From an optimization exercise on the open Yosys and OpenROAD flow, aimed at small area and a short achievable clock period; shortcuts taken in it are not production practice. Only simulation tests tie the RTL to the original design; equivalence was not proved. Power figures rest on the tool's default switching activity, not on a simulated workload.

## flow/constraint.sdc

```tcl
create_clock -name core_clock -period 12.5 [get_ports {clk}]
set_input_delay 2.5000 -clock core_clock [delete_from_list [all_inputs] [get_ports {clk}]]
set_output_delay 2.5000 -clock core_clock [all_outputs]
set_load 0.01 [all_outputs]
```

## flow/standard.sh

```bash
#!/bin/bash
# synth_recipe.tcl (not shown) runs the flow's synth.tcl, then flattens the netlist and writes it again
# the make line also repeats each setting of config.mk as NAME=value (left out here)
make -C /OpenROAD-flow-scripts/flow DESIGN_CONFIG=/design/flow/config.mk WORK_HOME=/design/flow/orfs CLKGATE_MAP_FILE= SYNTH_SCRIPT=/design/flow/synth_recipe.tcl "${@:-finish}"
```

## flow/flow/run.sh

```bash
#!/bin/bash
# Layout flow: the standard ORFS flow (standard.sh) with two changes:
#  - synthesis maps the logic with the ABC script in flow/abc.script
#    (ORFS's synth.tcl otherwise unchanged; same -nofsm -noshare, flatten and renames)
#  - port buffers are sky130_fd_sc_hd__buf_1 instead of the default choice
set -euo pipefail
W=$PWD
sed "s#log_cmd abc {\*}\$abc_args#log_cmd abc {*}[lreplace \$abc_args 1 1 $W/flow/abc.script]#" \
  "$FLOW_HOME/scripts/synth.tcl" > "$W/synth_custom.tcl"
grep -q "flow/abc.script" "$W/synth_custom.tcl"
sed "s#\$::env(SCRIPTS_DIR)/synth.tcl#$W/synth_custom.tcl#" synth_recipe.tcl > "$W/synth_top.tcl"
grep -q "synth_custom.tcl" "$W/synth_top.tcl"
EXTRA=()
if [[ -f flow/make_args.txt ]]; then mapfile -t EXTRA < <(grep -v '^\s*$' flow/make_args.txt); fi
bash standard.sh SYNTH_SCRIPT="$W/synth_top.tcl" \
  "BUFFER_PORTS_ARGS=-buffer_cell sky130_fd_sc_hd__buf_1" "${EXTRA[@]}" finish > "$W/flow.log" 2>&1
```

## flow/flow/make_args.txt

```
SYNTH_KEEP_MODULES=hk_inv hk_and2 hk_nand2 hk_nor2 hk_nand3 hk_xor2 hk_xnor2 hk_aoi22 hk_aoi21 hk_oai21 hk_o22ai
CTS_ARGS=-sink_clustering_enable -repair_clock_nets -dont_use_dummy_load
CORE_UTILIZATION=55
PLACE_DENSITY=0.7
```

## flow/design.v

```verilog
module CPU(
	input logic clk,
	input logic [15:0] inM,
	input logic [15:0] instruction,
	input logic reset,
	output logic [15:0] outM,
	output logic writeM,
	output logic [14:0] addressM,
	output logic [14:0] pc
);
	logic [15:0] A, D;
	logic [14:0] PC;
	wire c  = instruction[15];
	wire am = instruction[12];
	wire zx = instruction[11];
	wire nx = instruction[10];
	wire zy = instruction[9];
	wire ny = instruction[8];
	wire f  = instruction[7];
	wire no = instruction[6];
	wire nxo = nx ^ no;
	wire nyo = ny ^ no;
	wire kn1 = ~(f | no);
	wire kd = ~zx;
	wire kA = ~am & ~zy;
	wire kM = am & ~zy;
	wire cinn = ~(f & no);
	logic dn0;
	logic xa0;
	logic x0;
	logic ymn0;
	logic ya0;
	logic y0;
	logic gn0;
	logic gfn0;
	logic pn0;
	logic q0;
	logic dn1;
	logic xa1;
	logic x1;
	logic ymn1;
	logic ya1;
	logic y1;
	logic gn1;
	logic gfn1;
	logic pn1;
	logic q1;
	logic dn2;
	logic xa2;
	logic x2;
	logic ymn2;
	logic ya2;
	logic y2;
	logic gn2;
	logic gfn2;
	logic pn2;
	logic q2;
	logic dn3;
	logic xa3;
	logic x3;
	logic ymn3;
	logic ya3;
	logic y3;
	logic gn3;
	logic gfn3;
	logic pn3;
	logic q3;
	logic dn4;
	logic xa4;
	logic x4;
	logic ymn4;
	logic ya4;
	logic y4;
	logic gn4;
	logic gfn4;
	logic pn4;
	logic q4;
	logic dn5;
	logic xa5;
	logic x5;
	logic ymn5;
	logic ya5;
	logic y5;
	logic gn5;
	logic gfn5;
	logic pn5;
	logic q5;
	logic dn6;
	logic xa6;
	logic x6;
	logic ymn6;
	logic ya6;
	logic y6;
	logic gn6;
	logic gfn6;
	logic pn6;
	logic q6;
	logic dn7;
	logic xa7;
	logic x7;
	logic ymn7;
	logic ya7;
	logic y7;
	logic gn7;
	logic gfn7;
	logic pn7;
	logic q7;
	logic dn8;
	logic xa8;
	logic x8;
	logic ymn8;
	logic ya8;
	logic y8;
	logic gn8;
	logic gfn8;
	logic pn8;
	logic q8;
	logic dn9;
	logic xa9;
	logic x9;
	logic ymn9;
	logic ya9;
	logic y9;
	logic gn9;
	logic gfn9;
	logic pn9;
	logic q9;
	logic dn10;
	logic xa10;
	logic x10;
	logic ymn10;
	logic ya10;
	logic y10;
	logic gn10;
	logic gfn10;
	logic pn10;
	logic q10;
	logic dn11;
	logic xa11;
	logic x11;
	logic ymn11;
	logic ya11;
	logic y11;
	logic gn11;
	logic gfn11;
	logic pn11;
	logic q11;
	logic dn12;
	logic xa12;
	logic x12;
	logic ymn12;
	logic ya12;
	logic y12;
	logic gn12;
	logic gfn12;
	logic pn12;
	logic q12;
	logic dn13;
	logic xa13;
	logic x13;
	logic ymn13;
	logic ya13;
	logic y13;
	logic gn13;
	logic gfn13;
	logic pn13;
	logic q13;
	logic dn14;
	logic xa14;
	logic x14;
	logic ymn14;
	logic ya14;
	logic y14;
	logic gn14;
	logic gfn14;
	logic pn14;
	logic q14;
	logic dn15;
	logic xa15;
	logic x15;
	logic ymn15;
	logic ya15;
	logic y15;
	logic gn15;
	logic gfn15;
	logic pn15;
	logic q15;
	logic G0;
	logic G1;
	logic P1;
	logic G2;
	logic P2;
	logic G3;
	logic P3;
	logic G4;
	logic P4;
	logic G5;
	logic P5;
	logic G6;
	logic P6;
	logic G7;
	logic P7;
	logic G8;
	logic G9;
	logic P9;
	logic G10;
	logic P10;
	logic G11;
	logic P11;
	logic G12;
	logic P12;
	logic G13;
	logic P13;
	logic G14;
	logic P14;
	logic iv0;
	logic G15;
	logic G16;
	logic G17;
	logic P17;
	logic G18;
	logic P18;
	logic G19;
	logic P19;
	logic G20;
	logic P20;
	logic G21;
	logic iv1;
	logic G22;
	logic G23;
	logic G24;
	logic iv2;
	logic iv3;
	logic G25;
	logic G26;
	logic iv4;
	logic iv5;
	logic G27;
	logic iv6;
	logic iv7;
	logic G28;
	logic G29;
	logic G30;
	logic G31;
	hk_and2 u_xa0 (D[0], kd, xa0);
	hk_xor2 u_x0 (xa0, nxo, x0);
	hk_aoi22 u_ymn0 (A[0], kA, inM[0], kM, ymn0);
	hk_xnor2 u_y0 (ymn0, nyo, y0);
	hk_nand2 u_gn0 (x0, y0, gn0);
	hk_nand3 u_gfn0 (x0, y0, f, gfn0);
	hk_xnor2 u_pn0 (x0, y0, pn0);
	hk_o22ai u_q0 (pn0, kn1, gn0, f, q0);
	hk_and2 u_xa1 (D[1], kd, xa1);
	hk_xor2 u_x1 (xa1, nxo, x1);
	hk_aoi22 u_ymn1 (A[1], kA, inM[1], kM, ymn1);
	hk_xnor2 u_y1 (ymn1, nyo, y1);
	hk_nand2 u_gn1 (x1, y1, gn1);
	hk_nand3 u_gfn1 (x1, y1, f, gfn1);
	hk_xnor2 u_pn1 (x1, y1, pn1);
	hk_o22ai u_q1 (pn1, kn1, gn1, f, q1);
	hk_and2 u_xa2 (D[2], kd, xa2);
	hk_xor2 u_x2 (xa2, nxo, x2);
	hk_aoi22 u_ymn2 (A[2], kA, inM[2], kM, ymn2);
	hk_xnor2 u_y2 (ymn2, nyo, y2);
	hk_nand2 u_gn2 (x2, y2, gn2);
	hk_nand3 u_gfn2 (x2, y2, f, gfn2);
	hk_xnor2 u_pn2 (x2, y2, pn2);
	hk_o22ai u_q2 (pn2, kn1, gn2, f, q2);
	hk_and2 u_xa3 (D[3], kd, xa3);
	hk_xor2 u_x3 (xa3, nxo, x3);
	hk_aoi22 u_ymn3 (A[3], kA, inM[3], kM, ymn3);
	hk_xnor2 u_y3 (ymn3, nyo, y3);
	hk_nand2 u_gn3 (x3, y3, gn3);
	hk_nand3 u_gfn3 (x3, y3, f, gfn3);
	hk_xnor2 u_pn3 (x3, y3, pn3);
	hk_o22ai u_q3 (pn3, kn1, gn3, f, q3);
	hk_and2 u_xa4 (D[4], kd, xa4);
	hk_xor2 u_x4 (xa4, nxo, x4);
	hk_aoi22 u_ymn4 (A[4], kA, inM[4], kM, ymn4);
	hk_xnor2 u_y4 (ymn4, nyo, y4);
	hk_nand2 u_gn4 (x4, y4, gn4);
	hk_nand3 u_gfn4 (x4, y4, f, gfn4);
	hk_xnor2 u_pn4 (x4, y4, pn4);
	hk_o22ai u_q4 (pn4, kn1, gn4, f, q4);
	hk_and2 u_xa5 (D[5], kd, xa5);
	hk_xor2 u_x5 (xa5, nxo, x5);
	hk_aoi22 u_ymn5 (A[5], kA, inM[5], kM, ymn5);
	hk_xnor2 u_y5 (ymn5, nyo, y5);
	hk_nand2 u_gn5 (x5, y5, gn5);
	hk_nand3 u_gfn5 (x5, y5, f, gfn5);
	hk_xnor2 u_pn5 (x5, y5, pn5);
	hk_o22ai u_q5 (pn5, kn1, gn5, f, q5);
	hk_and2 u_xa6 (D[6], kd, xa6);
	hk_xor2 u_x6 (xa6, nxo, x6);
	hk_aoi22 u_ymn6 (A[6], kA, inM[6], kM, ymn6);
	hk_xnor2 u_y6 (ymn6, nyo, y6);
	hk_nand2 u_gn6 (x6, y6, gn6);
	hk_nand3 u_gfn6 (x6, y6, f, gfn6);
	hk_xnor2 u_pn6 (x6, y6, pn6);
	hk_o22ai u_q6 (pn6, kn1, gn6, f, q6);
	hk_and2 u_xa7 (D[7], kd, xa7);
	hk_xor2 u_x7 (xa7, nxo, x7);
	hk_aoi22 u_ymn7 (A[7], kA, inM[7], kM, ymn7);
	hk_xnor2 u_y7 (ymn7, nyo, y7);
	hk_nand2 u_gn7 (x7, y7, gn7);
	hk_nand3 u_gfn7 (x7, y7, f, gfn7);
	hk_xnor2 u_pn7 (x7, y7, pn7);
	hk_o22ai u_q7 (pn7, kn1, gn7, f, q7);
	hk_and2 u_xa8 (D[8], kd, xa8);
	hk_xor2 u_x8 (xa8, nxo, x8);
	hk_aoi22 u_ymn8 (A[8], kA, inM[8], kM, ymn8);
	hk_xnor2 u_y8 (ymn8, nyo, y8);
	hk_nand2 u_gn8 (x8, y8, gn8);
	hk_nand3 u_gfn8 (x8, y8, f, gfn8);
	hk_xnor2 u_pn8 (x8, y8, pn8);
	hk_o22ai u_q8 (pn8, kn1, gn8, f, q8);
	hk_and2 u_xa9 (D[9], kd, xa9);
	hk_xor2 u_x9 (xa9, nxo, x9);
	hk_aoi22 u_ymn9 (A[9], kA, inM[9], kM, ymn9);
	hk_xnor2 u_y9 (ymn9, nyo, y9);
	hk_nand2 u_gn9 (x9, y9, gn9);
	hk_nand3 u_gfn9 (x9, y9, f, gfn9);
	hk_xnor2 u_pn9 (x9, y9, pn9);
	hk_o22ai u_q9 (pn9, kn1, gn9, f, q9);
	hk_and2 u_xa10 (D[10], kd, xa10);
	hk_xor2 u_x10 (xa10, nxo, x10);
	hk_aoi22 u_ymn10 (A[10], kA, inM[10], kM, ymn10);
	hk_xnor2 u_y10 (ymn10, nyo, y10);
	hk_nand2 u_gn10 (x10, y10, gn10);
	hk_nand3 u_gfn10 (x10, y10, f, gfn10);
	hk_xnor2 u_pn10 (x10, y10, pn10);
	hk_o22ai u_q10 (pn10, kn1, gn10, f, q10);
	hk_and2 u_xa11 (D[11], kd, xa11);
	hk_xor2 u_x11 (xa11, nxo, x11);
	hk_aoi22 u_ymn11 (A[11], kA, inM[11], kM, ymn11);
	hk_xnor2 u_y11 (ymn11, nyo, y11);
	hk_nand2 u_gn11 (x11, y11, gn11);
	hk_nand3 u_gfn11 (x11, y11, f, gfn11);
	hk_xnor2 u_pn11 (x11, y11, pn11);
	hk_o22ai u_q11 (pn11, kn1, gn11, f, q11);
	hk_and2 u_xa12 (D[12], kd, xa12);
	hk_xor2 u_x12 (xa12, nxo, x12);
	hk_aoi22 u_ymn12 (A[12], kA, inM[12], kM, ymn12);
	hk_xnor2 u_y12 (ymn12, nyo, y12);
	hk_nand2 u_gn12 (x12, y12, gn12);
	hk_nand3 u_gfn12 (x12, y12, f, gfn12);
	hk_xnor2 u_pn12 (x12, y12, pn12);
	hk_o22ai u_q12 (pn12, kn1, gn12, f, q12);
	hk_and2 u_xa13 (D[13], kd, xa13);
	hk_xor2 u_x13 (xa13, nxo, x13);
	hk_aoi22 u_ymn13 (A[13], kA, inM[13], kM, ymn13);
	hk_xnor2 u_y13 (ymn13, nyo, y13);
	hk_nand2 u_gn13 (x13, y13, gn13);
	hk_nand3 u_gfn13 (x13, y13, f, gfn13);
	hk_xnor2 u_pn13 (x13, y13, pn13);
	hk_o22ai u_q13 (pn13, kn1, gn13, f, q13);
	hk_and2 u_xa14 (D[14], kd, xa14);
	hk_xor2 u_x14 (xa14, nxo, x14);
	hk_aoi22 u_ymn14 (A[14], kA, inM[14], kM, ymn14);
	hk_xnor2 u_y14 (ymn14, nyo, y14);
	hk_nand2 u_gn14 (x14, y14, gn14);
	hk_nand3 u_gfn14 (x14, y14, f, gfn14);
	hk_xnor2 u_pn14 (x14, y14, pn14);
	hk_o22ai u_q14 (pn14, kn1, gn14, f, q14);
	hk_and2 u_xa15 (D[15], kd, xa15);
	hk_xor2 u_x15 (xa15, nxo, x15);
	hk_aoi22 u_ymn15 (A[15], kA, inM[15], kM, ymn15);
	hk_xnor2 u_y15 (ymn15, nyo, y15);
	hk_nand2 u_gn15 (x15, y15, gn15);
	hk_nand3 u_gfn15 (x15, y15, f, gfn15);
	hk_xnor2 u_pn15 (x15, y15, pn15);
	hk_o22ai u_q15 (pn15, kn1, gn15, f, q15);
	hk_oai21 u_G0 (pn0, cinn, gfn0, G0);
	hk_oai21 u_G1 (pn2, gfn1, gfn2, G1);
	hk_nor2 u_P1 (pn2, pn1, P1);
	hk_oai21 u_G2 (pn4, gfn3, gfn4, G2);
	hk_nor2 u_P2 (pn4, pn3, P2);
	hk_oai21 u_G3 (pn6, gfn5, gfn6, G3);
	hk_nor2 u_P3 (pn6, pn5, P3);
	hk_oai21 u_G4 (pn8, gfn7, gfn8, G4);
	hk_nor2 u_P4 (pn8, pn7, P4);
	hk_oai21 u_G5 (pn10, gfn9, gfn10, G5);
	hk_nor2 u_P5 (pn10, pn9, P5);
	hk_oai21 u_G6 (pn12, gfn11, gfn12, G6);
	hk_nor2 u_P6 (pn12, pn11, P6);
	hk_oai21 u_G7 (pn14, gfn13, gfn14, G7);
	hk_nor2 u_P7 (pn14, pn13, P7);
	hk_aoi21 u_G8 (P1, G0, G1, G8);
	hk_aoi21 u_G9 (P2, G1, G2, G9);
	hk_nand2 u_P9 (P2, P1, P9);
	hk_aoi21 u_G10 (P3, G2, G3, G10);
	hk_nand2 u_P10 (P3, P2, P10);
	hk_aoi21 u_G11 (P4, G3, G4, G11);
	hk_nand2 u_P11 (P4, P3, P11);
	hk_aoi21 u_G12 (P5, G4, G5, G12);
	hk_nand2 u_P12 (P5, P4, P12);
	hk_aoi21 u_G13 (P6, G5, G6, G13);
	hk_nand2 u_P13 (P6, P5, P13);
	hk_aoi21 u_G14 (P7, G6, G7, G14);
	hk_nand2 u_P14 (P7, P6, P14);
	hk_inv u_iv0 (G0, iv0);
	hk_oai21 u_G15 (P9, iv0, G9, G15);
	hk_oai21 u_G16 (P10, G8, G10, G16);
	hk_oai21 u_G17 (P11, G9, G11, G17);
	hk_nor2 u_P17 (P11, P9, P17);
	hk_oai21 u_G18 (P12, G10, G12, G18);
	hk_nor2 u_P18 (P12, P10, P18);
	hk_oai21 u_G19 (P13, G11, G13, G19);
	hk_nor2 u_P19 (P13, P11, P19);
	hk_oai21 u_G20 (P14, G12, G14, G20);
	hk_nor2 u_P20 (P14, P12, P20);
	hk_aoi21 u_G21 (P17, G0, G17, G21);
	hk_inv u_iv1 (G8, iv1);
	hk_aoi21 u_G22 (P18, iv1, G18, G22);
	hk_aoi21 u_G23 (P19, G15, G19, G23);
	hk_aoi21 u_G24 (P20, G16, G20, G24);
	hk_inv u_iv2 (gfn1, iv2);
	hk_inv u_iv3 (pn1, iv3);
	hk_aoi21 u_G25 (iv3, G0, iv2, G25);
	hk_oai21 u_G26 (pn3, G8, gfn3, G26);
	hk_inv u_iv4 (gfn5, iv4);
	hk_inv u_iv5 (pn5, iv5);
	hk_aoi21 u_G27 (iv5, G15, iv4, G27);
	hk_inv u_iv6 (gfn7, iv6);
	hk_inv u_iv7 (pn7, iv7);
	hk_aoi21 u_G28 (iv7, G16, iv6, G28);
	hk_oai21 u_G29 (pn9, G21, gfn9, G29);
	hk_oai21 u_G30 (pn11, G22, gfn11, G30);
	hk_oai21 u_G31 (pn13, G23, gfn13, G31);
	hk_xnor2 u_outM_0 (q0, cinn, outM[0]);
	hk_xor2 u_outM_1 (q1, G0, outM[1]);
	hk_xnor2 u_outM_2 (q2, G25, outM[2]);
	hk_xnor2 u_outM_3 (q3, G8, outM[3]);
	hk_xor2 u_outM_4 (q4, G26, outM[4]);
	hk_xor2 u_outM_5 (q5, G15, outM[5]);
	hk_xnor2 u_outM_6 (q6, G27, outM[6]);
	hk_xor2 u_outM_7 (q7, G16, outM[7]);
	hk_xnor2 u_outM_8 (q8, G28, outM[8]);
	hk_xnor2 u_outM_9 (q9, G21, outM[9]);
	hk_xor2 u_outM_10 (q10, G29, outM[10]);
	hk_xnor2 u_outM_11 (q11, G22, outM[11]);
	hk_xor2 u_outM_12 (q12, G30, outM[12]);
	hk_xnor2 u_outM_13 (q13, G23, outM[13]);
	hk_xor2 u_outM_14 (q14, G31, outM[14]);
	hk_xnor2 u_outM_15 (q15, G24, outM[15]);
	wire zr = (outM == 16'd0);
	wire ng = outM[15];
	wire jmp = c & ((instruction[2] & ng) | (instruction[1] & zr) | (instruction[0] & ~ng & ~zr));
	always_ff @(posedge clk) begin
		if (~c) A <= {1'b0, instruction[14:0]};
		else if (instruction[5]) A <= outM;
		if (c & instruction[4]) D <= outM;
		if (reset) PC <= 15'd0;
		else if (jmp) PC <= A[14:0];
		else PC <= PC + 15'd1;
	end
	assign writeM = c & instruction[3];
	assign addressM = A[14:0];
	assign pc = PC;
endmodule
module hk_inv(input logic a, output logic y);
	assign y = ~a;
endmodule
module hk_and2(input logic a, b, output logic y);
	assign y = a & b;
endmodule
module hk_nand2(input logic a, b, output logic y);
	assign y = ~(a & b);
endmodule
module hk_nor2(input logic a, b, output logic y);
	assign y = ~(a | b);
endmodule
module hk_nand3(input logic a, b, c, output logic y);
	assign y = ~(a & b & c);
endmodule
module hk_xor2(input logic a, b, output logic y);
	assign y = a ^ b;
endmodule
module hk_xnor2(input logic a, b, output logic y);
	assign y = ~(a ^ b);
endmodule
module hk_aoi22(input logic a1, a2, b1, b2, output logic y);
	assign y = ~((a1 & a2) | (b1 & b2));
endmodule
module hk_aoi21(input logic a1, a2, b, output logic y);
	assign y = ~((a1 & a2) | b);
endmodule
module hk_oai21(input logic a1, a2, b, output logic y);
	assign y = ~((a1 | a2) & b);
endmodule
module hk_o22ai(input logic a1, a2, b1, b2, output logic y);
	assign y = ~((a1 | a2) & (b1 | b2));
endmodule
```

## flow/flow/abc.script

```
strash; dch; map -a; topo; stime -c
```

## flow/config.mk

```make
export PLATFORM = sky130hd
export DESIGN_NAME = CPU
export DESIGN_NICKNAME = CPU
export VERILOG_FILES = /design/flow/design.v
export SDC_FILE = /design/flow/constraint.sdc
export NUM_CORES = 4
export LEC_CHECK = 0
export CAP_MARGIN = 20
export CORE_MARGIN = 2
export CORE_UTILIZATION = 40
export SETUP_SLACK_MARGIN = 4.5
export SLEW_MARGIN = 20
```

==> impl_metrics.tcl, run 1 <==
set metrics [dict create \
    finalCriticalPeriod_ns 7.69 \
    swShare_pct 45.4 \
    tightestPinTransition_ns 0.733 \
    clkSinkCount 47 \
    area.growth.synth_to_final_pct 13.2 \
    status "no timing/DRC/antenna violations" \
    regToRegSetupSlack_ns 8.23 \
    power_frac_comb_pct 53.6 \
    synthesis.instances 398 \
    n_antenna_cell 0 \
    crit_path_max_fanout 16 \
    grt_first_pass_wirelength_mm 12.8 \
    timing.critical_path.arrival_ns 5.19 \
    antenna_found_initial 0 \
    core_area_um2 5890 \
    power_report.internal_total_uw 393 \
    synthArstFlopShare_pct 0 \
    final_layout_size_suffix_gt1_share_pct 7.38 \
    fin_crit_sh_pct 61.5 \
    power.sequential.fraction_pct 34.8 \
    ff2ff_path_depth 15 \
    vertical_die_dimension_um 81.9 \
    standard_cell_with_the_maximum_stage_delay_on_the_critical_path "xor2_1" \
    detailed_route_wire_length_per_cell_um 15.0 \
    setup.worst_path.start_class "input pin" \
    cts_hold_buf 0 \
    initialDrtViolationCount 167 \
    drt_pass1_iterations 4 \
    clockRootBuffer "clkbuf_8" \
    finalMaxSlewViolations 0 \
    post_synth_main_area_contributors "edfxtp_1 (28%), xnor2_1 (12%), dfxtp_1 (9.6%)" \
    clock.fmax_ghz 0.130 \
    routed_wirelength_mm 8.23 \
    worstPathRequired_ns 10.00 \
    seq_area_frac_synth_pct 37.5 \
    die_w_um 81.9 \
    ctsLongestPathBuffers 2 \
    switching_power_of_the_nets_uw 327 \
    pwr-share-clk_pct 11.6 \
    synth-seq-cells 47 \
    htreeDepth 2 \
    finalNetCount 511 \
    cts_buffers 5 \
    timing.critical_path.to "outM[14]" \
    synth.top_cell.area_share_pct 27.9 \
    vias 2999 \
    timing.setup.critical_path_class "input pin to primary output" \
    power.density_cell_area_nw_per_um2 191 \
    cts_tree "yes" \
    buffer_ports.inserted 80 \
    post_synth_instance_area_um2 3340 \
    die_area_um2 6710 \
    hpwl_mm 6.33 \
    post_drt_via_cell_ratio 5.46 \
    tns_ns 0 \
    ioPinCount 81 \
    finalSetupViolations 0 \
    floorplan.initialDensity_pct 56.7 \
    total_leakage_power_uw 0.00129 \
    grt_max_degree 35 \
    critical_path.endpoint_type "primary output" \
    mappedNetlistNets 433 \
    post_synth_num_cell_types 19 \
    path_buf_inv 3 \
    grt_util_all_layers_pct 25.3 \
    crit_chain "clkbuf_2 > xor2_2 > buf_4 > xor2_1 > nand3_1 > o21ai_0 > a21oi_1 > o21ai_1 > a21oi_1 > o21ai_0 > xor2_1 > buf_1" \
    placed_cell_area_um2 3670 \
    number_of_flops_mapped_to_enable_cells_by_yosys 31 \
    irDropWorstVdd_v 0.000126 \
    setup_repair_after_global_routing_missed_its_margin "yes" \
    cp.depth 12 \
    first_global_vias 2775 \
    final-hold-violation-count 0 \
    slew-limit-headroom_pct 51.0 \
    synth_area_leader_cell "edfxtp_1" \
    crit-reg2reg-launch "A[8]" \
    fin_area_um2 3780 \
    cpLargestDelayFamily "compound AO/OA/AOI/OAI gates" \
    yosys_warnings 1 \
    ys_dominant_reg_cell "edfxtp_1" \
    standard_cell_row_count 28 \
    route.antenna.remaining_nets 0 \
    clk_lat_worst_skew_ns 0.30 \
    critical-path-max-stage-delay_ns 0.33 \
    synth_area_per_cell_um2 8.38 \
    crit_path_start "instruction[6]" \
    overflow_left_after_global_routing 0 \
    clk_transition_reported_paths_ns 0.09 \
    regToRegEndpoint "PC[12]" \
    cap_viol_max_count 0 \
    hold_path_class "flop to flop" \
    place_congestion 0.885 \
    route.detailed.drc 0 \
    final.setup_skew_ns 0.0215 \
]
## cells in the final DEF, fill, tap and decap left out, drive strengths merged
| cell | n |
|---|---|
| nand3 | 23 |
| nor4 | 4 |
| o21ai | 40 |
| a22oi | 16 |
| ha | 1 |
| and2 | 16 |
| edfxtp | 31 |
| buf | 86 |
| clkinv | 24 |
| nand2 | 59 |
| xnor2 | 44 |
| nand4 | 3 |
| dfxtp | 16 |
| nor2 | 19 |
| a21oi | 30 |
| nor3 | 4 |
| o22ai | 16 |
| clkbuf | 6 |
| o221ai | 1 |
| xor2 | 35 |
## flip-flops by register name (all words and copies together), names as in the netlist
register,flops
PC,15
D,16
A,16
## metal layers
metal  routed length (µm)  vias to the layer above  global-route usage [%]
li1                     -                     1533                       -
met1                 3760                     1384                    33.4
met2                 4020                       77                    43.5
met3                  389                        5                    4.29
met4                   54                        0                    5.33
met5                    0                        -                       0
## what timing repair did
item / CTS / global route
hold endpoints to repair: 0 / 0
gates resized for setup: 2 / 5
endpoints found under the setup margin: 11 / 10
pin swaps: 1 / 1
setup buffers: 1 / 0
## stage by stage
step | instances | util [%] | power (µW) | hold WS (ns) | setup slack [ns]
6_report | 549 | 64.2 | 720 | 0.519 | 4.81
5_1_grt | 549 | 64.2 | 776 | 0.555 | 4.46
4_1_cts | 549 | 63.9 | 718 | 0.513 | 4.51
3_5_place_dp | 543 | 62.4 | 632 | 0.491 | 4.01
3_3_place_gp | 543 | 62.4 | 623 | 0.486 | 4.17
2_1_floorplan | 398 | - | 533 | 0.502 | 4.86
## cell type report
cell class                      count  area, µm²
Fill cell                         534       2110
Multi-Input combinational cell    311       1920
Sequential cell                    47       1250
Timing Repair Buffer               87        354
Tap cell                           75       93.8
Inverter                           24       90.1
Clock buffer                        5       68.8
## worst min path at each step
stage | end | slack (ns) | start | cells after the start
6_report | PC[0] | 0.52 | PC[0] | 1
5_1_grt | PC[0] | 0.56 | PC[0] | 1
4_1_cts | PC[0] | 0.51 | PC[0] | 1
3_5_place_dp | PC[0] | 0.49 | PC[0] | 1
3_3_place_gp | PC[0] | 0.49 | PC[0] | 1
2_1_floorplan | A[15] | 0.50 | A[15] | 2
## logic make-up (layout without fill, tap and decap cells)
group	after synthesis	after routing	synth area share [%]
adders and majority gates	1	1	0.375
DFF	47	47	37.5
xor gates and xnor gates	79	79	20.7
and+or+nand+nor	128	128	17.7
AOI/OAI and AO/OA	103	103	17.4
buffers and inverters	40	116	6.30
## power by group through the flow
stage / clock network (µW) / registers (µW) / logic, µW
after CTS: 86.4 / 251 / 381
after global placement: 0 / 252 / 371
final: 83.6 / 251 / 386
after global routing: 91.6 / 257 / 428
after floorplan: 0 / 255 / 278
after detailed placement: 0 / 254 / 377
## per-module statistics from Yosys (local to each module, per instance), excerpt
module    cells  flip-flops and latches  times used  area, µm²
hk_inv        1                       0           8       3.75
hk_aoi22      1                       0          16       7.51
hk_and2       1                       0          16       7.51
hk_nor2       1                       0          11       3.75
hk_xnor2      1                       0          41       8.76
hk_xor2       1                       0          23       8.76
CPU         198                      47           1       2050
## Yosys cell counts (all sizes together), types with 19 or more instances
cell,n
nand2,59
xnor2,44
o21ai,40
xor2,35
edfxtp,31
a21oi,30
clkinv,24
nand3,23
nor2,19
==> inputs of run 2 (changes only) <==
==> flow/flow/make_args.txt (replaced) <==
SYNTH_KEEP_MODULES=hk_inv hk_and2 hk_nand2 hk_nor2 hk_nand3 hk_xor2 hk_xnor2 hk_aoi22 hk_aoi21 hk_oai21 hk_o22ai
CTS_ARGS=-sink_clustering_enable -repair_clock_nets -dont_use_dummy_load
==> impl_metrics.tcl, run 2 <==
set metrics [dict create \
    final_cell_mix "buf_1 (79), nand2_1 (59), xnor2_1 (44)" \
    grt_util_all_layers_pct 19.0 \
    post_synth_instance_area_um2 3340 \
    post_synth_num_cell_types 19 \
    n_antenna_cell 0 \
    critical_path.endpoint_type "primary output" \
    ctsLongestPathBuffers 2 \
    synth_most_common_cell "nand2_1" \
    synth_area_per_cell_um2 8.38 \
    timing.critical_path.arrival_ns 5.25 \
    route.antenna.remaining_nets 0 \
    final_common_cell "buf_1" \
    top_signal_layer_used "met4" \
    final_layout_size_suffix_gt1_share_pct 7.77 \
    setup_repair_after_global_routing_missed_its_margin "no" \
    ys_dominant_reg_cell "edfxtp_1" \
    clkSinkCount 47 \
    synthesis.instances 398 \
    mappedNetlistNets 433 \
    vertical_die_dimension_um 95.3 \
    die_area_um2 9090 \
    irDropWorstVdd_v 0.0000952 \
    largest_registers "A x16, D x16, PC x15" \
    yosys_warnings 1 \
    first_global_vias 2678 \
    slew-limit-headroom_pct 49.1 \
    finalNetCount 513 \
    tns_ns 0 \
    timing.setup.critical_path_class "input pin to primary output" \
    cts_tree "yes" \
    drt_pass1_iterations 5 \
    status "no timing/DRC/antenna violations" \
    overflow_left_after_global_routing 0 \
    grt_first_pass_wirelength_mm 13.4 \
    routed-wl-met2_mm 3.95 \
    synthArstFlopShare_pct 0 \
    vias 2993 \
    htreeDepth 2 \
    clock.fmax_ghz 0.129 \
    fin_crit_sh_pct 62.0 \
    wl_met3_um 563 \
    post_synth_main_area_contributors "edfxtp_1 (28%), xnor2_1 (12%), dfxtp_1 (9.6%)" \
    final-hold-violation-count 0 \
    layout.cells.non_filler 581 \
    cp.depth 13 \
    detailed_route_wire_length_per_cell_um 14.7 \
    routed_wirelength_mm 8.55 \
    standard_cell_with_the_maximum_stage_delay_on_the_critical_path "xor2_1" \
    cts_buffers 5 \
    tightestPinTransition_ns 0.762 \
    place_congestion 0.890 \
    clk_lat_worst_skew_ns 0.30 \
    setup.worst_path.start_class "input pin" \
    fin_hold_ws_ns 0.516 \
    ioPinCount 81 \
    standard_cell_row_count 33 \
    routedLengthMet1_mm 3.88 \
    path_buf_inv 4 \
    p_total_uw 724 \
    die_w_um 95.3 \
    finalCriticalPeriod_ns 7.75 \
    finalSetupViolations 0 \
    dpl.cell_count 572 \
    clockRootBuffer "clkbuf_8" \
    initialDrtViolationCount 151 \
    total_leakage_power_uw 0.00130 \
    floorplan.initialDensity_pct 41.0 \
    buffer_ports.inserted 80 \
    cap_viol_max_count 0 \
    grt_max_degree 35 \
    final.setup_skew_ns 0.00735 \
    core_area_um2 8130 \
    clk_transition_reported_paths_ns 0.09 \
    hpwl_mm 6.64 \
    critical-path-max-stage-delay_ns 0.35 \
    post_drt_via_cell_ratio 5.15 \
    finalMaxSlewViolations 0 \
    crit_path_max_fanout 12 \
    synth-seq-cells 47 \
    area.growth.synth_to_final_pct 15.1 \
    hold_path_class "flop to flop" \
    crit_chain "clkbuf_2 > xor2_4 > buf_4 > buf_4 > xor2_1 > xnor2_1 > nor2_1 > a21oi_1 > o21ai_0 > a21oi_1 > o21ai_0 > xor2_1 > buf_1" \
    antenna_found_initial 0 \
    power.density_cell_area_nw_per_um2 188 \
    synth_area_leader_cell "edfxtp_1" \
    number_of_flops_mapped_to_enable_cells_by_yosys 31 \
    ff2ff_path_depth 15 \
    cpLargestDelayFamily "XOR/XNOR gates" \
    worstHoldPathCells 1 \
    yosys-top-cells-count "nand2_1 (59), xnor2_1 (44), o21ai_0 (40), xor2_1 (35), edfxtp_1 (31)" \
    seq_area_frac_synth_pct 37.5 \
    route.detailed.drc 0 \
    synth.top_cell.area_share_pct 27.9 \
    worstPathRequired_ns 10.00 \
]
## run 2: kinds of logic after synthesis
kind of cell | count (synthesis) | synth area share, %
buffers and inverters | 40 | 6.30
adders and majority gates | 1 | 0.375
AOI/OAI and AO/OA | 103 | 17.4
DFF | 47 | 37.5
and+or+nand+nor | 128 | 17.7
xor gates and xnor gates | 79 | 20.7
## run 2: per-layer routing
metal  vias up  track usage [%]
li1       1529                -
met1      1356             26.6
met2        94             30.6
met3        14             2.85
met4         0             4.95
met5         -                0
## run 2: cell type report
| cell class | count | area, µm² |
|---|---|---|
| Multi-Input combinational cell | 311 | 1930 |
| Tap cell | 105 | 131 |
| Sequential cell | 47 | 1250 |
| Clock buffer | 5 | 68.8 |
| Inverter | 24 | 93.8 |
| Timing Repair Buffer | 89 | 369 |
| Fill cell | 813 | 4290 |
## run 2: power breakdown
group	internal, µW	total [µW]	leakage [µW]	switching, µW
Combinational	134	386	0.000825	252
Sequential	223	252	0.000439	28.7
Clock	36.3	86.1	0.0000359	49.9
## run 2: per-stage QoR
step           utilization (%)  setup slack, ns  cell area, µm²
2_1_floorplan                -             4.86            3350
3_3_place_gp              45.5             4.00            3700
3_5_place_dp              45.5             3.87            3700
4_1_cts                   47.0             4.52            3820
5_1_grt                   47.2             4.50            3840
6_report                  47.2             4.75            3840
## run 2: timing repair
action	in CTS	in global routing
pin swaps	2	1
resized for setup	3	5
setup buffers	4	0
endpoints found under the setup margin	13	10
hold buffers	0	0
## run 2: path summary, 6_finish.rpt
| kind | from | slack, ns | endpoint |
|---|---|---|---|
| setup / recovery | instruction[6] | 4.75 | outM[12] |
| hold reg to reg | PC[0] | 0.52 | PC[0] |
| hold / removal | PC[0] | 0.52 | PC[0] |
| setup reg to reg | A[0] | 8.07 | PC[12] |
## run 2: worst reg2reg max path, delay by kind of cell, from the launching register on
family	cells	cell delay, ns
xor+xnor	3	0.66
compound gates	8	1.82
simple gates	3	1.23
buf+inv	1	0.13
flops	1	0.42
## run 2: per-module statistics from Yosys (local to each module, per instance), excerpt
module	cells	times used	flip-flops and latches	area, µm²
hk_xor2	1	23	0	8.76
hk_nor2	1	11	0	3.75
hk_and2	1	16	0	7.51
hk_o22ai	1	16	0	6.26
hk_nand2	1	22	0	3.75
hk_aoi21	1	14	0	5.00
hk_nand3	1	15	0	5.00
CPU	198	1	47	2050
hk_aoi22	1	16	0	7.51
hk_inv	1	8	0	3.75
==> inputs of run 3 (changes only) <==
==> flow/flow/make_args.txt (replaced) <==
SYNTH_KEEP_MODULES=hk_inv hk_and2 hk_nand2 hk_nor2 hk_nand3 hk_xor2 hk_xnor2 hk_aoi22 hk_aoi21 hk_oai21 hk_o22ai
CTS_ARGS=-sink_clustering_enable -repair_clock_nets -dont_use_dummy_load
GPL_TIMING_DRIVEN=1
==> impl_metrics.tcl, run 3 <==
set metrics [dict create \
    status "no timing/DRC/antenna violations" \
    layout.cells.non_filler 581 \
    cts_hold_buf 0 \
    final_layout_size_suffix_gt1_share_pct 7.77 \
    worst_hold_path.endpoint "PC[0]" \
    timing.setup.critical_path_class "input pin to primary output" \
    final-hold-violation-count 0 \
    crit_path_start "instruction[6]" \
    worstHoldPathCells 1 \
    muxShareOfSynthArea_pct 0 \
    final_common_cell "buf_1" \
    slew-limit-headroom_pct 49.1 \
    irDropWorstVdd_v 0.0000952 \
    timing.critical_path.arrival_ns 5.25 \
    floorplan.initialDensity_pct 41.0 \
    die_w_um 95.3 \
    clockRootBuffer "clkbuf_8" \
    drt_pass1_iterations 5 \
    multi_input_combinational_cell_area_um2 1930 \
    initialDrtViolationCount 151 \
    synth_compound_area_share_pct 17.4 \
    grt_util_all_layers_pct 19.0 \
    antenna_found_initial 0 \
    crit-reg2reg-launch "A[0]" \
    synth_area_per_cell_um2 8.38 \
    finalNetCount 513 \
    final.setup_skew_ns 0.00735 \
    clk_lat_worst_skew_ns 0.30 \
    clkSinkCount 47 \
    post_synth_instance_area_um2 3340 \
    dpl.cell_count 572 \
    synthArstFlopShare_pct 0 \
    route.detailed.drc 0 \
    synthesis.instances 398 \
    cap_viol_max_count 0 \
    htreeDepth 2 \
    vias 2993 \
    synth_area_leader_cell "edfxtp_1" \
    regToRegSetupSlack_ns 8.07 \
    cts_tree "yes" \
    standard_cell_row_count 33 \
    hpwl_mm 6.64 \
    post_synth_num_cell_types 19 \
    first_global_vias 2678 \
    cts_buffers 5 \
    finalSetupViolations 0 \
    yosys.area_share.adder_pct 0.375 \
    grt_max_degree 35 \
    postLayoutSetupSlackWorst_ns 4.75 \
    setup_repair_after_global_routing_missed_its_margin "no" \
    yosys.area_share.simple_pct 17.7 \
    fillers 813 \
    clk_transition_reported_paths_ns 0.09 \
    worstPathRequired_ns 10.00 \
    ioPinCount 81 \
    route.antenna.remaining_nets 0 \
    critical_path.endpoint_type "primary output" \
    mappedNetlistNets 433 \
    synth.top_cell.area_share_pct 27.9 \
    largest_registers "A x16, D x16, PC x15" \
    regToRegEndpoint "PC[12]" \
    standard_cell_with_the_maximum_stage_delay_on_the_critical_path "xor2_1" \
    post_drt_via_cell_ratio 5.15 \
    number_of_flops_mapped_to_enable_cells_by_yosys 31 \
    clock.fmax_ghz 0.129 \
    fin_crit_sh_pct 62.0 \
    min_from "PC[0]" \
    core_area_um2 8130 \
    tightestPinTransition_ns 0.762 \
    post_synth_main_area_contributors "edfxtp_1 (28%), xnor2_1 (12%), dfxtp_1 (9.6%)" \
    buffer_ports.inserted 80 \
    area.growth.synth_to_final_pct 15.1 \
    post-place-ws_ns 3.87 \
    fin_area_um2 3840 \
    seq_area_frac_synth_pct 37.5 \
    synth_top_family_by_area "XOR/XNOR gates" \
    total_leakage_power_uw 0.00130 \
    vertical_die_dimension_um 95.3 \
    finalMaxSlewViolations 0 \
    final_core_utilization_pct 47.2 \
    overflow_left_after_global_routing 0 \
    cpLargestDelayFamily "XOR/XNOR gates" \
    routed_wirelength_mm 8.55 \
    final_cell_mix "buf_1 (79), nand2_1 (59), xnor2_1 (44)" \
    sequential_standard_cell_area_um2 1250 \
    tns_ns 0 \
    finalCriticalPeriod_ns 7.75 \
    crit_path_max_fanout 12 \
    path_buf_inv 4 \
    n_antenna_cell 0 \
    placed_cell_area_um2 3700 \
    place_congestion 0.890 \
    detailed_route_wire_length_per_cell_um 14.7 \
    synth-seq-cells 47 \
    critical-path-max-stage-delay_ns 0.35 \
    synth_most_common_cell "nand2_1" \
    ys_dominant_reg_cell "edfxtp_1" \
    yosys-top-cells-count "nand2_1 (59), xnor2_1 (44), o21ai_0 (40), xor2_1 (35), edfxtp_1 (31)" \
    ff2ff_path_depth 15 \
    power.density_cell_area_nw_per_um2 188 \
    grt_first_pass_wirelength_mm 13.4 \
    synth_xor_xnor_area_share_pct 20.7 \
    crit_chain "clkbuf_2 > xor2_4 > buf_4 > buf_4 > xor2_1 > xnor2_1 > nor2_1 > a21oi_1 > o21ai_0 > a21oi_1 > o21ai_0 > xor2_1 > buf_1" \
    setup.worst_path.start_class "input pin" \
    ctsLongestPathBuffers 2 \
    hold_path_class "flop to flop" \
    die_area_um2 9090 \
    yosys_warnings 1 \
]
## run 3: cell counts after synthesis
No cell type changed its count.
## run 3: worst max-delay path by stage
stage	end	cells after the start
floorplan	outM[14]	11
global placement	outM[14]	11
detailed placement	outM[14]	11
CTS	outM[12]	13
global route	outM[12]	12
finish	outM[12]	13
## run 3: layout make-up
class | count | area share, %
clock buffers | 5 | 1.79
inverters | 24 | 2.44
multi-input cells | 311 | 50.2
flip-flops and latches | 47 | 32.6
well taps | 105 | 3.42
repair buffers | 89 | 9.61
## run 3: routing by layer
layer	vias to the layer above	global-route usage (%)	wire [µm]
met4	0	4.95	149
met1	1356	26.6	3880
met5	-	0	0
met2	94	30.6	3950
li1	1529	-	-
met3	14	2.85	563
## run 3: logic make-up after synthesis
logic type                 after synthesis
and+or+nand+nor                        128
adders and majority gates                1
xor gates and xnor gates                79
buffers and inverters                   40
DFF                                     47
AOI/OAI and AO/OA                      103
## run 3: timing repair
action | 4_1_cts | 5_1_grt
resized for setup | 3 | 5
buffers inserted | 4 | 0
pin swaps | 2 | 1
setup endpoints to repair | 13 | 10
## run 3: per-module statistics from Yosys, one instance, submodules excluded, excerpt
module	cell area, µm²	times used	cells inside
hk_nor2	3.75	11	1
hk_aoi21	5.00	14	1
hk_aoi22	7.51	16	1
hk_inv	3.75	8	1
hk_o22ai	6.26	16	1
CPU	2050	1	198
hk_and2	7.51	16	1
## run 3: power breakdown
group / total, µW / internal, µW / switching (µW)
logic: 386 / 134 / 252
registers: 252 / 223 / 28.7
clock network: 86.1 / 36.3 / 49.9
## run 3: worst reg2reg max path, delay by kind of cell (launching register included)
family | cells | cell delay (ns)
buf+inv | 1 | 0.13
flops | 1 | 0.42
compound gates | 8 | 1.82
simple gates | 3 | 1.23
xor+xnor | 3 | 0.66
## run 3: stage by stage
stage | total power (µW) | hold WS, ns
after floorplan | 533 | 0.502
after global placement | 630 | 0.496
after detailed placement | 636 | 0.501
after CTS | 727 | 0.522
after global routing | 779 | 0.578
final | 724 | 0.516
==> inputs of run 4 (changes only) <==
==> flow/flow/make_args.txt (replaced) <==
SYNTH_KEEP_MODULES=hk_inv hk_and2 hk_nand2 hk_nor2 hk_nand3 hk_xor2 hk_xnor2 hk_aoi22 hk_aoi21 hk_oai21 hk_o22ai
CTS_ARGS=-sink_clustering_enable -repair_clock_nets -dont_use_dummy_load
CORE_UTILIZATION=65
PLACE_DENSITY=0.8
==> impl_metrics.tcl, run 4 <==
set metrics [dict create \
    status "no timing/DRC/antenna violations" \
    clock.fmax_ghz 0.129 \
    standard_cell_with_the_maximum_stage_delay_on_the_critical_path "xor2_1" \
    number_of_flops_mapped_to_enable_cells_by_yosys 31 \
    standard_cell_row_count 26 \
    post_synth_num_cell_types 19 \
    overflow_left_after_global_routing 0 \
    route.antenna.remaining_nets 0 \
    synth_most_common_cell "nand2_1" \
    timing.critical_path.to "outM[10]" \
    grt_max_degree 35 \
    clockRootBuffer "clkbuf_8" \
    buffer_ports.inserted 80 \
    initialDrtViolationCount 275 \
    n_antenna_cell 0 \
    cts_buffers 5 \
    clk_transition_reported_paths_ns 0.08 \
    path_buf_inv 3 \
    regToRegSetupSlack_ns 8.05 \
    cts_tree "yes" \
    tns_ns 0 \
    regToRegEndpoint "PC[3]" \
    grt_util_all_layers_pct 28.6 \
    final-hold-violation-count 0 \
    crit_chain "clkbuf_2 > xor2_2 > buf_4 > xor2_1 > xnor2_1 > o21ai_0 > a21oi_1 > o21ai_0 > a21oi_1 > o21ai_0 > xor2_1 > buf_1" \
    vias 3089 \
    ctsLongestPathBuffers 2 \
    ff2ff_path_depth 15 \
    die_area_um2 5720 \
    vertical_die_dimension_um 75.7 \
    timing.critical_path.arrival_ns 5.27 \
    final_cell_mix "buf_1 (79), nand2_1 (59), xnor2_1 (44)" \
    synthArstFlopShare_pct 0 \
    finalNetCount 512 \
    finalCriticalPeriod_ns 7.77 \
    detailed_route_wire_length_per_cell_um 14.6 \
    yosys_warnings 1 \
    finalMaxSlewViolations 0 \
    synth_area_per_cell_um2 8.38 \
    core_area_um2 5040 \
    setup.worst_path.start_class "input pin" \
    slew-limit-headroom_pct 26.7 \
    power.density_cell_area_nw_per_um2 190 \
    synthesis.instances 398 \
    crit_path_max_fanout 16 \
    htreeDepth 2 \
    tightestPinTransition_ns 1.10 \
    cp.depth 12 \
    setup_repair_after_global_routing_missed_its_margin "no" \
    mappedNetlistNets 433 \
    finalSetupViolations 0 \
    grt_first_pass_wirelength_mm 12.3 \
    ioPinCount 81 \
    synth_area_leader_cell "edfxtp_1" \
    first_global_vias 2755 \
    total_leakage_power_uw 0.00129 \
    ys_dominant_reg_cell "edfxtp_1" \
    antenna_found_initial 0 \
    hold_path_class "flop to flop" \
    place_congestion 0.933 \
    crit-reg2reg-launch "A[2]" \
    drt_pass1_iterations 6 \
    final_common_cell "buf_1" \
    die_w_um 75.7 \
    route.detailed.drc 0 \
    clkSinkCount 47 \
    final_layout_size_suffix_gt1_share_pct 7.16 \
    cap_viol_max_count 0 \
    final.setup_skew_ns 0.0185 \
    area.growth.synth_to_final_pct 12.9 \
    crit_path_start "instruction[6]" \
    irDropWorstVdd_v 0.000107 \
    worstPathRequired_ns 10.00 \
    critical_path.endpoint_type "primary output" \
    post_drt_via_cell_ratio 5.67 \
    hpwl_mm 6.04 \
    seq_area_frac_synth_pct 37.5 \
    timing.setup.critical_path_class "input pin to primary output" \
    post_synth_main_area_contributors "edfxtp_1 (28%), xnor2_1 (12%), dfxtp_1 (9.6%)" \
    routed_wirelength_mm 7.98 \
    cpLargestDelayFamily "XOR/XNOR gates" \
    floorplan.initialDensity_pct 66.2 \
    post_synth_instance_area_um2 3340 \
    synth-seq-cells 47 \
    fillers 434 \
    fin_crit_sh_pct 62.2 \
    synth.top_cell.area_share_pct 27.9 \
    yosys-top-cells-count "nand2_1 (59), xnor2_1 (44), o21ai_0 (40), xor2_1 (35), edfxtp_1 (31)" \
    critical-path-max-stage-delay_ns 0.43 \
    clk_lat_worst_skew_ns 0.30 \
    critical_path.most_common_cell "o21ai_0" \
    largest_registers "A x16, D x16, PC x15" \
    fin_hold_ws_ns 0.508 \
]
## run 4: cell counts after synthesis
No cell type changed its count.
## run 4: stage by stage
| stage | instances | setup WS, ns | power (µW) | cell area, µm² | util [%] |
|---|---|---|---|---|---|
| 6_report | 545 | 4.73 | 717 | 3770 | 74.7 |
| 2_1_floorplan | 398 | 4.86 | 533 | 3350 | - |
| 3_3_place_gp | 538 | 4.17 | 619 | 3660 | 72.7 |
| 5_1_grt | 545 | 4.53 | 771 | 3770 | 74.7 |
| 4_1_cts | 545 | 4.55 | 714 | 3760 | 74.6 |
| 3_5_place_dp | 538 | 4.04 | 627 | 3660 | 72.7 |
## run 4: worst min-delay path by stage
stage | start | end | slack (ns) | cells past startpoint
finish | PC[0] | PC[0] | 0.51 | 1
global placement | PC[0] | PC[0] | 0.48 | 1
global route | PC[0] | PC[0] | 0.54 | 1
detailed placement | PC[0] | PC[0] | 0.50 | 1
CTS | PC[0] | PC[0] | 0.52 | 1
floorplan | A[15] | A[15] | 0.50 | 2
## run 4: metal layers
layer	vias up	part of all wire [%]	global-route usage [%]
met2	123	49	49.4
met4	0	1.1	8.58
li1	1533	-	-
met1	1422	42	36.2
met5	-	0	0
met3	11	8.3	5.82
## run 4: cells by family after synthesis
family,after synthesis,share of synthesized area [%]
AO/OA/AOI/OAI,103,17.4
XOR/XNOR,79,20.7
adder cells (fa/ha/maj),1,0.375
buffers and inverters,40,6.30
flip-flops,47,37.5
AND/OR/NAND/NOR,128,17.7
## run 4: layout make-up
class	count	area (µm²)	share of cell area, %
repair buffers	88	362	9.59
flip-flops and latches	47	1250	33.2
well taps	70	87.6	2.32
clock buffers	5	68.8	1.83
inverters	24	93.8	2.49
multi-input cells	311	1910	50.6
## run 4: report_power, final
group | total [µW] | leakage [µW] | internal (µW) | switching, µW
combinational | 384 | 0.000818 | 133 | 251
sequential | 251 | 0.000439 | 223 | 27.5
clock | 82.9 | 0.0000359 | 36.1 | 46.8
## run 4: timing repair
action,CTS,global route
pin swaps,1,0
hold buffers,0,0
setup buffers,2,0
gates resized for setup,2,4
endpoints found under the setup margin,11,8
## run 4: per-module statistics from Yosys, one instance, submodules excluded, a selection
module	cell area (µm²)	flops+latches	copies in the design
hk_xnor2	8.76	0	41
hk_xor2	8.76	0	23
hk_and2	7.51	0	16
hk_aoi22	7.51	0	16
hk_o22ai	6.26	0	16
hk_oai21	5.00	0	18
hk_aoi21	5.00	0	14
hk_nand3	5.00	0	15
hk_nand2	3.75	0	22
hk_nor2	3.75	0	11
hk_inv	3.75	0	8
==> inputs of run 5 (changes only) <==
==> flow/flow/make_args.txt (replaced) <==
SYNTH_KEEP_MODULES=hk_inv hk_and2 hk_nand2 hk_nor2 hk_nand3 hk_xor2 hk_xnor2 hk_aoi22 hk_aoi21 hk_oai21 hk_o22ai
CTS_ARGS=-sink_clustering_enable -repair_clock_nets -dont_use_dummy_load
CORE_UTILIZATION=70
PLACE_DENSITY=0.85
==> impl_metrics.tcl, run 5 <==
set metrics [dict create \
    pwr-share-clk_pct 11.6 \
    total_leakage_power_uw 0.00130 \
    tns_ns 0 \
    final_core_utilization_pct 80.6 \
    grt_max_degree 35 \
    first_global_vias 2751 \
    final.setup_skew_ns 0.0154 \
    post_synth_main_area_contributors "edfxtp_1 (28%), xnor2_1 (12%), dfxtp_1 (9.6%)" \
    tightestPinTransition_ns 1.17 \
    standard_cell_row_count 25 \
    core_area_um2 4660 \
    synth_most_common_cell "nand2_1" \
    place_congestion 0.990 \
    min_from "PC[0]" \
    yosys.area_share.adder_pct 0.375 \
    clock.fmax_ghz 0.129 \
    cts_buffers 5 \
    hold_path_class "flop to flop" \
    irDropWorstVdd_v 0.000108 \
    n_antenna_cell 0 \
    ioPinCount 81 \
    hpwl_mm 6.09 \
    clkSinkCount 47 \
    yosys-top-cells-count "nand2_1 (59), xnor2_1 (44), o21ai_0 (40), xor2_1 (35), edfxtp_1 (31)" \
    critical-path-max-stage-delay_ns 0.34 \
    synth_compound_area_share_pct 17.4 \
    yosys.area_share.simple_pct 17.7 \
    detailed_route_wire_length_per_cell_um 15.3 \
    seq_area_frac_synth_pct 37.5 \
    number_of_flops_mapped_to_enable_cells_by_yosys 31 \
    fin_crit_sh_pct 61.8 \
    area.growth.synth_to_final_pct 12.6 \
    buffer_ports.inserted 80 \
    cts_tree "yes" \
    power.sequential.fraction_pct 34.9 \
    ctsLongestPathBuffers 2 \
    antenna_found_initial 0 \
    final_common_cell "buf_1" \
    regToRegSetupSlack_ns 8.03 \
    slew-limit-headroom_pct 21.8 \
    largest_registers "A x16, D x16, PC x15" \
    drt_pass1_iterations 6 \
    timing.critical_path.arrival_ns 5.22 \
    vias 3120 \
    crit-reg2reg-launch "A[1]" \
    synthesis.instances 398 \
    multi_input_combinational_cell_area_um2 1920 \
    final_layout_size_suffix_gt1_share_pct 6.95 \
    final_cell_mix "buf_1 (79), nand2_1 (59), xnor2_1 (44)" \
    worst_hold_path.endpoint "PC[0]" \
    power_report.internal_total_uw 392 \
    finalSetupViolations 0 \
    route.detailed.drc 0 \
    overflow_left_after_global_routing 0 \
    clk_lat_worst_skew_ns 0.30 \
    post_synth_num_cell_types 19 \
    clk_transition_reported_paths_ns 0.09 \
    sequential_standard_cell_area_um2 1250 \
    worstHoldPathCells 1 \
    final-hold-violation-count 0 \
    muxShareOfSynthArea_pct 0 \
    finalNetCount 512 \
    clockRootBuffer "clkbuf_8" \
    setup.worst_path.start_class "input pin" \
    finalCriticalPeriod_ns 7.72 \
    synth_area_per_cell_um2 8.38 \
    swShare_pct 45.5 \
    grt_util_all_layers_pct 30.5 \
    critical_path.endpoint_type "primary output" \
    post_drt_via_cell_ratio 5.90 \
    routed_wirelength_mm 8.08 \
    regToRegEndpoint "PC[3]" \
    synth.top_cell.area_share_pct 27.9 \
    timing.setup.critical_path_class "input pin to primary output" \
    route.antenna.remaining_nets 0 \
    synth_xor_xnor_area_share_pct 20.7 \
    crit_chain "clkbuf_2 > xor2_4 > buf_4 > xor2_1 > xnor2_1 > o21ai_0 > a21oi_1 > clkinv_1 > a21oi_1 > o21ai_0 > xor2_1 > buf_1" \
    worstPathRequired_ns 10.00 \
    fillers 344 \
    initialDrtViolationCount 161 \
    floorplan.initialDensity_pct 71.6 \
    synth_area_leader_cell "edfxtp_1" \
    grt_first_pass_wirelength_mm 12.5 \
    ys_dominant_reg_cell "edfxtp_1" \
    die_area_um2 5340 \
    power_frac_comb_pct 53.6 \
    vertical_die_dimension_um 73.0 \
    switching_power_of_the_nets_uw 327 \
    post_synth_instance_area_um2 3340 \
    synthArstFlopShare_pct 0 \
    finalMaxSlewViolations 0 \
    cap_viol_max_count 0 \
    setup_repair_after_global_routing_missed_its_margin "no" \
    standard_cell_with_the_maximum_stage_delay_on_the_critical_path "xor2_1" \
    synth_top_family_by_area "XOR/XNOR gates" \
    status "no timing/DRC/antenna violations" \
    yosys_warnings 1 \
    mappedNetlistNets 433 \
    die_w_um 73.0 \
    htreeDepth 2 \
    synth-seq-cells 47 \
    crit_path_max_fanout 15 \
    power.density_cell_area_nw_per_um2 192 \
    ff2ff_path_depth 15 \
]
-- run 5: cell counts after synthesis --
No cell type changed its count.
-- run 5: final cells by class --
| type | instances | area share [%] |
|---|---|---|
| Sequential cell | 47 | 33.3 |
| Tap cell | 54 | 1.80 |
| Clock buffer | 5 | 1.83 |
| Inverter | 24 | 2.40 |
| Multi-Input combinational cell | 311 | 51.0 |
| Timing Repair Buffer | 88 | 9.63 |
-- run 5: Yosys stat by module (local to each module, per instance), excerpt --
module / cell area [µm²] / flops+latches / copies in the design / cells
hk_nand2: 3.75 / 0 / 22 / 1
hk_xnor2: 8.76 / 0 / 41 / 1
hk_xor2: 8.76 / 0 / 23 / 1
hk_nor2: 3.75 / 0 / 11 / 1
hk_nand3: 5.00 / 0 / 15 / 1
hk_inv: 3.75 / 0 / 8 / 1
hk_aoi22: 7.51 / 0 / 16 / 1
hk_and2: 7.51 / 0 / 16 / 1
-- run 5: worst max-delay path by stage --
stage	startpoint	endpoint	slack, ns	depth (start not counted)
after floorplan	instruction[12]	outM[14]	4.86	11
after global placement	instruction[6]	outM[14]	4.12	11
after detailed placement	instruction[6]	outM[14]	3.98	11
after CTS	instruction[6]	outM[8]	4.55	10
after global routing	instruction[6]	outM[14]	4.55	12
final	instruction[6]	outM[12]	4.78	12
-- run 5: worst max-delay path, delay by kind of cell --
family / cells / cell delay, ns
AO/OA/AOI/OAI: 4 / 0.85
XOR/XNOR: 4 / 1.03
buffers and inverters: 4 / 0.84
-- run 5: stage by stage --
step,setup slack [ns],instance area (µm²),power (µW),std cells,hold slack [ns]
5_1_grt,4.55,3760,766,529,0.566
3_3_place_gp,4.12,3640,616,521,0.479
2_1_floorplan,4.86,3350,533,398,0.502
4_1_cts,4.55,3750,715,529,0.514
6_report,4.78,3760,720,529,0.506
3_5_place_dp,3.98,3640,628,521,0.493
-- run 5: power groups by stage --
stage	Combinational (µW)	Sequential [µW]	Clock (µW)
after floorplan	278	255	0
after global placement	365	251	0
after detailed placement	373	254	0
after CTS	380	251	84.3
after global routing	421	257	89.1
final	385	251	83.2
-- run 5: per-layer routing --
| metal | track usage, % | up-vias | wire [µm] | part of all wire [%] |
|---|---|---|---|---|
| li1 | - | 1530 | - | - |
| met1 | 39.3 | 1427 | 3270 | 41 |
| met2 | 51.1 | 147 | 3950 | 49 |
| met3 | 7.46 | 16 | 720 | 8.9 |
| met4 | 8.64 | 0 | 133 | 1.6 |
| met5 | 0 | - | 0 | 0 |
-- run 5: kinds of logic after synthesis --
| logic type | count (synthesis) |
|---|---|
| AND/OR/NAND/NOR | 128 |
| flip-flops | 47 |
| XOR/XNOR | 79 |
| adder cells (fa/ha/maj) | 1 |
| AO/OA/AOI/OAI | 103 |
| buffers and inverters | 40 |
-- run 5: what timing repair did --
item | in CTS | in global routing
buffers inserted | 3 | 0
resized for setup | 2 | 4
endpoints found under the setup margin | 13 | 8
pin swaps | 2 | 0
hold buffers | 0 | 0
gates cloned | 0 | 0
==> inputs of run 6 (changes only) <==
==> flow/flow/make_args.txt (replaced) <==
SYNTH_KEEP_MODULES=hk_inv hk_and2 hk_nand2 hk_nor2 hk_nand3 hk_xor2 hk_xnor2 hk_aoi22 hk_aoi21 hk_oai21 hk_o22ai
CTS_ARGS=-sink_clustering_enable -repair_clock_nets -dont_use_dummy_load
CORE_UTILIZATION=60
PLACE_DENSITY=0.75
==> impl_metrics.tcl, run 6 <==
set metrics [dict create \
    synth_most_common_cell "nand2_1" \
    area.growth.synth_to_final_pct 14.0 \
    ys_dominant_reg_cell "edfxtp_1" \
    crit_path_max_fanout 10 \
    critical_path.endpoint_type "primary output" \
    globalRouteMet1Util_pct 36.5 \
    buffer_ports.inserted 80 \
    number_of_flops_mapped_to_enable_cells_by_yosys 31 \
    detailed_route_wire_length_per_cell_um 15.0 \
    cap_viol_max_count 0 \
    clk_lat_worst_skew_ns 0.30 \
    vertical_die_dimension_um 78.6 \
    finalCriticalPeriod_ns 7.81 \
    final_layout_size_suffix_gt1_share_pct 7.56 \
    post_synth_main_area_contributors "edfxtp_1 (28%), xnor2_1 (12%), dfxtp_1 (9.6%)" \
    drt_pass1_iterations 4 \
    grt_util_all_layers_pct 27.2 \
    clk_transition_reported_paths_ns 0.09 \
    crit_path_start "instruction[6]" \
    finalMaxSlewViolations 0 \
    cts_hold_buf 0 \
    timing.critical_path.arrival_ns 5.31 \
    setup.worst_path.start_class "input pin" \
    n_antenna_cell 0 \
    final-hold-violation-count 0 \
    synth_area_per_cell_um2 8.38 \
    ctsLongestPathBuffers 2 \
    standard_cell_row_count 27 \
    synth-seq-cells 47 \
    yosys_warnings 1 \
    placed_cell_area_um2 3660 \
    dpl.cell_count 539 \
    die_w_um 78.6 \
    post_synth_instance_area_um2 3340 \
    final_cell_mix "buf_1 (79), nand2_1 (59), xnor2_1 (44)" \
    tightestPinTransition_ns 0.713 \
    vias 2997 \
    tns_ns 0 \
    post_drt_via_cell_ratio 5.47 \
    die_area_um2 6170 \
    grt_util_met2_pct 46.2 \
    fin_crit_sh_pct 62.5 \
    layout.cells.non_filler 548 \
    grt_max_degree 35 \
    post_synth_num_cell_types 19 \
    power.density_cell_area_nw_per_um2 189 \
    hold_path_class "flop to flop" \
    slew-limit-headroom_pct 52.4 \
    ioPinCount 81 \
    first_global_vias 2807 \
    timing.setup.critical_path_class "input pin to primary output" \
    worstPathRequired_ns 10.00 \
    finalSetupViolations 0 \
    routed_wirelength_mm 8.21 \
    fin_area_um2 3800 \
    clock.fmax_ghz 0.128 \
    cts_tree "yes" \
    route.antenna.remaining_nets 0 \
    initialDrtViolationCount 166 \
    route.detailed.drc 0 \
    hpwl_mm 6.27 \
    min_from "PC[0]" \
    busiest_layer "met2" \
    floorplan.initialDensity_pct 61.4 \
    clockRootBuffer "clkbuf_8" \
    final.setup_skew_ns 0.0162 \
    crit-reg2reg-launch "A[2]" \
    overflow_left_after_global_routing 0 \
    irDropWorstVdd_v 0.0000932 \
    synthArstFlopShare_pct 0 \
    use_met3_pct 4.14 \
    status "no timing/DRC/antenna violations" \
    htreeDepth 2 \
    total_leakage_power_uw 0.00130 \
    antenna_found_initial 0 \
    synthesis.instances 398 \
    setup_repair_after_global_routing_missed_its_margin "no" \
    synth_area_leader_cell "edfxtp_1" \
    seq_area_frac_synth_pct 37.5 \
    place_congestion 0.926 \
    cts_buffers 5 \
    fin_hold_ws_ns 0.506 \
    finalNetCount 513 \
    core_area_um2 5440 \
    mappedNetlistNets 433 \
    clkSinkCount 47 \
    largest_registers "A x16, D x16, PC x15" \
    final_common_cell "buf_1" \
    yosys-top-cells-count "nand2_1 (59), xnor2_1 (44), o21ai_0 (40), xor2_1 (35), edfxtp_1 (31)" \
    synth.top_cell.area_share_pct 27.9 \
    grt_first_pass_wirelength_mm 13.1 \
]
[run 6: per-stage QoR]
stage	utilization [%]	setup slack (ns)	total power, µW
final	70.0	4.69	721
after global routing	70.0	4.51	770
after CTS	69.7	4.53	718
after detailed placement	67.3	3.95	630
after global placement	67.3	4.06	622
after floorplan	-	4.86	533
[run 6: kinds of logic after synthesis]
| logic type | after synthesis | share of synthesized area (%) |
|---|---|---|
| AOI/OAI and AO/OA | 103 | 17.4 |
| xor gates and xnor gates | 79 | 20.7 |
| adders and majority gates | 1 | 0.375 |
| buffers and inverters | 40 | 6.30 |
| DFF | 47 | 37.5 |
| and+or+nand+nor | 128 | 17.7 |
[run 6: layer usage]
layer	vias to the layer above	share of wire (%)
met1	1367	46
li1	1532	-
met3	6	4.8
met5	-	0
met2	92	48
met4	0	0.68
[run 6: final timing paths]
path / to / slack (ns) / cells past startpoint
hold / removal: PC[0] / 0.51 / 1
hold reg to reg: PC[0] / 0.51 / 1
setup / recovery: outM[10] / 4.69 / 12
setup reg to reg: PC[7] / 8.03 / 15
[run 6: area by class of cell]
| cell class | count | area, µm² |
|---|---|---|
| multi-input combinational | 311 | 1920 |
| clock buffer | 5 | 68.8 |
| sequential | 47 | 1250 |
| inverter | 24 | 93.8 |
| timing repair buffer | 89 | 382 |
| tap | 72 | 90.1 |
| fill | 489 | 1630 |
[run 6: report_power, final]
group          switching [µW]  leakage, µW  internal, µW
Combinational             253     0.000828           135
Clock                    47.7    0.0000359          36.2
Sequential               26.9     0.000439           223
[run 6: critical path, stage by stage]
cell and delay [ns]:
clkbuf_2 0.26, xor2_4 0.21, buf_4 0.26, xor2_1 0.34, xnor2_1 0.22, o21ai_0 0.20, a21oi_1 0.20, o21ai_0 0.10
a21oi_1 0.22, o21ai_0 0.16, xor2_1 0.43, buf_1 0.20
[run 6: Yosys stat by module, one instance, submodules excluded, a selection]
| module | times used | area (µm²) | flip-flops and latches |
|---|---|---|---|
| hk_oai21 | 18 | 5.00 | 0 |
| hk_nand2 | 22 | 3.75 | 0 |
| hk_aoi21 | 14 | 5.00 | 0 |
| hk_inv | 8 | 3.75 | 0 |
| hk_xnor2 | 41 | 8.76 | 0 |
| hk_nand3 | 15 | 5.00 | 0 |
| hk_nor2 | 11 | 3.75 | 0 |
| CPU | 1 | 2050 | 47 |
| hk_o22ai | 16 | 6.26 | 0 |
| hk_aoi22 | 16 | 7.51 | 0 |
[run 6: repair_timing]
| action | 4_1_cts | 5_1_grt |
|---|---|---|
| gates resized for setup | 2 | 5 |
| pin swaps | 2 | 1 |
| endpoints found under the setup margin | 13 | 10 |
| setup buffers | 4 | 0 |

-- port drivers added, routing unchanged --
Ports are ideal in the flow. The routed layouts listed here were re-timed in OpenROAD. Step 1, drivers: a clkbuf_16 drives clk and a buf_2 each remaining input, both assumed. Step 2, shift: input delay + t, output delay - t, t = (earliest + latest rising clock arrival at the registers) / 2. This alone moves slack from input paths to output paths. Slacks: ideal / step 1 / step 2; pairs: ideal / step 1.
| run | t, ns | slack for setup (ns) | worst setup path after step 2 | cell pins on the clock port's net |
|---|---|---|---|---|
| run 1 | 0.320 | 4.807 / 4.772 / 4.772 | input to output | 1 |
| run 2 | 0.324 | 4.754 / 4.724 / 4.724 | input to output | 1 |
| run 3 | 0.324 | 4.754 / 4.724 / 4.724 | input to output | 1 |
| run 4 | 0.324 | 4.727 / 4.704 / 4.704 | input to output | 1 |
| run 5 | 0.319 | 4.777 / 4.745 / 4.745 | input to output | 1 |
| run 6 | 0.321 | 4.692 / 4.667 / 4.667 | input to output | 1 |
After both steps every run listed still meets setup and hold. The setup slack of run 1, which loses most, moves by -0.035 ns with the drivers and by -0.035 ns with both steps.
